Context: an optimization exercise on an open-source flow, tuned for a short achievable clock period and few clock cycles. The choices shown serve that exercise and are no tape-out recipe. In this exercise RTL edits were held to simulation tests only and were not proved equivalent to the original. Power is estimated from default activity; no workload was simulated.

==> flow/design.v (outline; a module is shown in full before it is edited, if it fits) <==
// module ALU: 3219 lines
// module div_r16: 46 lines
module ALU #(
    parameter DATA_W = 32
)
(
    input                       i_clk,    
    input                       i_rst_n,  
    input                       i_valid,  
    input [DATA_W - 1 : 0]      i_A,      
    input [DATA_W - 1 : 0]      i_B,      
    input [         2 : 0]      i_inst,   
    output [2*DATA_W - 1 : 0]   o_data,   
    output                      o_done    
);
  // ...
==> flow/flow/run.sh <==
#!/bin/bash
set -uo pipefail
W=$PWD
M=${MARGIN:-6}
{
  echo 'proc synth {args} { yosys synth -nofsm -noshare {*}$args }'
  echo "proc abc {args} { set i [lsearch \$args -script]; if {\$i >= 0} { lset args [expr {\$i+1}] $W/flow/abc_fast.script }; yosys abc {*}\$args }"
  tail -n +2 synth_recipe.tcl
} > my_synth.tcl
sed "s#SYNTH_SCRIPT=[^ ]*#SYNTH_SCRIPT=$W/my_synth.tcl#" standard.sh > my_standard.sh
K="SETUP_SLACK_MARGIN=$M TNS_END_PERCENT=100"
bash my_standard.sh ADDER_MAP_FILE= synth > log_synth.txt 2>&1 || exit 1
bash my_standard.sh $K floorplan > log_floorplan.txt 2>&1 || exit 1
bash my_standard.sh $K place > log_place.txt 2>&1 || exit 1
bash my_standard.sh $K cts > log_cts.txt 2>&1 || exit 1
bash my_standard.sh $K route > log_route.txt 2>&1 || exit 1
bash my_standard.sh $K finish > log_finish.txt 2>&1 || exit 1
test -f out/final.def
==> flow/flow/abc_fast.script <==
strash
&get -n
&st
&if -g -K 6
&st
&if -g -K 6
&st
&put
dch -f
map -D 1000
topo
stime -c
buffer -c
upsize -c
dnsize -c
==> flow/standard.sh <==
#!/bin/bash
# synth_recipe.tcl (not shown) runs the flow's synth.tcl, then flattens the netlist and writes it again
# the make line also repeats each setting of config.mk as NAME=value (left out here)
make -C /OpenROAD-flow-scripts/flow DESIGN_CONFIG=/design/flow/config.mk WORK_HOME=/design/flow/orfs CLKGATE_MAP_FILE= SYNTH_SCRIPT=/design/flow/synth_recipe.tcl "${@:-finish}"
==> flow/config.mk <==
export PLATFORM = sky130hd
export DESIGN_NAME = ALU
export DESIGN_NICKNAME = ALU
export VERILOG_FILES = /design/flow/design.v
export SDC_FILE = /design/flow/constraint.sdc
export NUM_CORES = 4
export LEC_CHECK = 0
export CAP_MARGIN = 20
export CORE_MARGIN = 2
export CORE_UTILIZATION = 50
export SLEW_MARGIN = 20
==> flow/constraint.sdc <==
create_clock -name core_clock -period 10.0 [get_ports {i_clk}]
set_input_delay 2.0000 -clock core_clock [delete_from_list [all_inputs] [get_ports {i_clk}]]
set_output_delay 2.0000 -clock core_clock [all_outputs]
set_load 0.01 [all_outputs]
==> impl_metrics.tcl, run 1 <==
set metrics [dict create \
    yosys_warnings 2 \
    cts_made_buffers 94 \
    firstError "[ERROR GRT-0116] Global routing finished with congestion. Check the congestion regions in the DRC Viewer." \
    ios 135 \
    cts_buffer_depth 3 \
    placed_cells 22700 \
    place_area_sq_mm 0.123 \
    hold_buffers 0 \
    async_reset_ff_frac 0.00407 \
    synth.area.top_cells "nand2_1 (15%), nor2_1 (8.8%), dfxtp_1 (8.0%), xor2_1 (7.5%), edfxtp_1 (6.9%)" \
    grt_max_degree 129 \
    ys_seq_area_frac 0.149 \
    cts-resized-gates 2605 \
    stop_stage "5_1_grt" \
    cts_root_buffer "clkbuf_16" \
    synth_edf_count 267 \
    num_rows 177 \
    syn_avg_cell_area_sq_um 5.85 \
    synth_top_family_by_area "simple AND/OR/NAND/NOR gates" \
    yosys.area_share.simple 0.400 \
    start_util 0.503 \
    muxShareOfSynthArea 0.00105 \
    die_x_microns 488 \
    yosysUniqueCellTypes 115 \
    h-tree-depth 3 \
    status "aborted with a tool error" \
    io_buffer_count 134 \
    place_congestion 1.36 \
    synthTopCellsByCount "nand2_1 (4765), nor2_1 (2737), a21oi_1 (1445)" \
    postSynthCellCount 20000 \
    synth.ff_latch_count 737 \
    die_h_microns 488 \
    dp_hpwl_microns 657000 \
    synth_fa_ha_area_frac 0.000171 \
    synth-main-ff-cell "dfxtp_1" \
    clock_sinks 737 \
    syn-num-nets 20000 \
    synth-xor-area-share 0.104 \
    place_ws_ns 2.76 \
]
Testbench counts, summed over its fixed seeds: cycles 7,298.
==> run 2, diff against run 1 <==
--- a/flow/flow/run.sh
+++ b/flow/flow/run.sh
@@ -3,3 +3,3 @@
 W=$PWD
-M=${MARGIN:-6}
+M=${MARGIN:-7}
 {
--- a/flow/config.mk
+++ b/flow/config.mk
@@ -9,3 +9,3 @@
 export CORE_MARGIN = 2
-export CORE_UTILIZATION = 50
+export CORE_UTILIZATION = 35
 export SLEW_MARGIN = 20
==> run 2 against run 1 <==
The run again fails in 5_1_grt. Area after synthesis is the same. Synthesized cell count did not move.
==> impl_metrics.tcl, run 2 <==
set metrics [dict create \
    status "aborted with a tool error" \
    stop_stage "5_1_grt" \
    firstError "[ERROR GRT-0116] Global routing finished with congestion. Check the congestion regions in the DRC Viewer." \
    grt_max_degree 72 \
    synth_most_common_cell "nand2_1" \
    postSynthCellCount 20000 \
    synthTopCellsByCount "nand2_1 (4765), nor2_1 (2737), a21oi_1 (1445)" \
    ios 135 \
    cts_root_buffer "clkbuf_16" \
    syn_avg_cell_area_sq_um 5.85 \
    synth-main-ff-cell "dfxtp_1" \
    syn-num-nets 20000 \
    yosysTopAreaCell "nand2_1" \
    syn_area_sq_mm 0.117 \
    num_rows 212 \
    io_buffer_count 134 \
    hold_buffers 0 \
    ys_seq_area_frac 0.149 \
    die_h_microns 582 \
    placed_cells 24200 \
    async_reset_ff_frac 0.00407 \
    cts_buffer_depth 3 \
    h-tree-depth 3 \
    dp_hpwl_microns 793000 \
    synth.ff_latch_count 737 \
    synth_edf_count 267 \
    start_util 0.351 \
    yosys_warnings 2 \
    clock_sinks 737 \
    place_congestion 1.24 \
    synth.area.top_cells "nand2_1 (15%), nor2_1 (8.8%), dfxtp_1 (8.0%), xor2_1 (7.5%), edfxtp_1 (6.9%)" \
    cts_made_buffers 97 \
    synthDominantCellAreaShare 0.153 \
    die_x_microns 582 \
    yosysUniqueCellTypes 115 \
]
[run 2: cell counts after synthesis]
Identical to the previous run, type by type.
[run 2: worst max path at each step]
stage / to / slack [ns] / cells past startpoint / from
2_1_floorplan: dout[23]$_SDFF_PN0_ / 5.74 / 16 / i_B[29]
3_3_place_gp: dout[36]$_SDFF_PN0_ / 2.70 / 16 / i_B[23]
3_5_place_dp: dout[36]$_SDFF_PN0_ / 2.70 / 16 / i_B[23]
4_1_cts: dout[23]$_SDFF_PN0_ / 5.83 / 18 / i_B[26]
[run 2: cells by family after synthesis]
family	synth area share
AND/OR/NAND/NOR	0.400
XOR/XNOR	0.104
buffers and inverters	0.0799
AO/OA/AOI/OAI	0.266
multiplexers	0.00105
adder cells (fa/ha/maj)	0.000171
flip-flops	0.149
[run 2: what timing repair did]
item / CTS
endpoints found under the hold margin: 0
cloned: 103
pin swaps: 1131
setup endpoints to repair: 894
buffers inserted: 1759
resized for setup: 5300
[run 2: power groups by stage]
stage | registers (uW) | logic [uW] | clock network [uW]
3_5_place_dp | 5310 | 45500 | 0
3_3_place_gp | 5310 | 45700 | 0
2_1_floorplan | 4700 | 26100 | 0
4_1_cts | 5330 | 52700 | 3950
[run 2: through the flow]
step           cell area [sq um]  utilization  hold WS, ns  worst slack, ns
2_1_floorplan             126000            -        0.425             5.74
3_3_place_gp              129000        0.387        0.440             2.70
3_5_place_dp              129000        0.388        0.450             2.70
4_1_cts                   172000        0.516        0.466             5.83
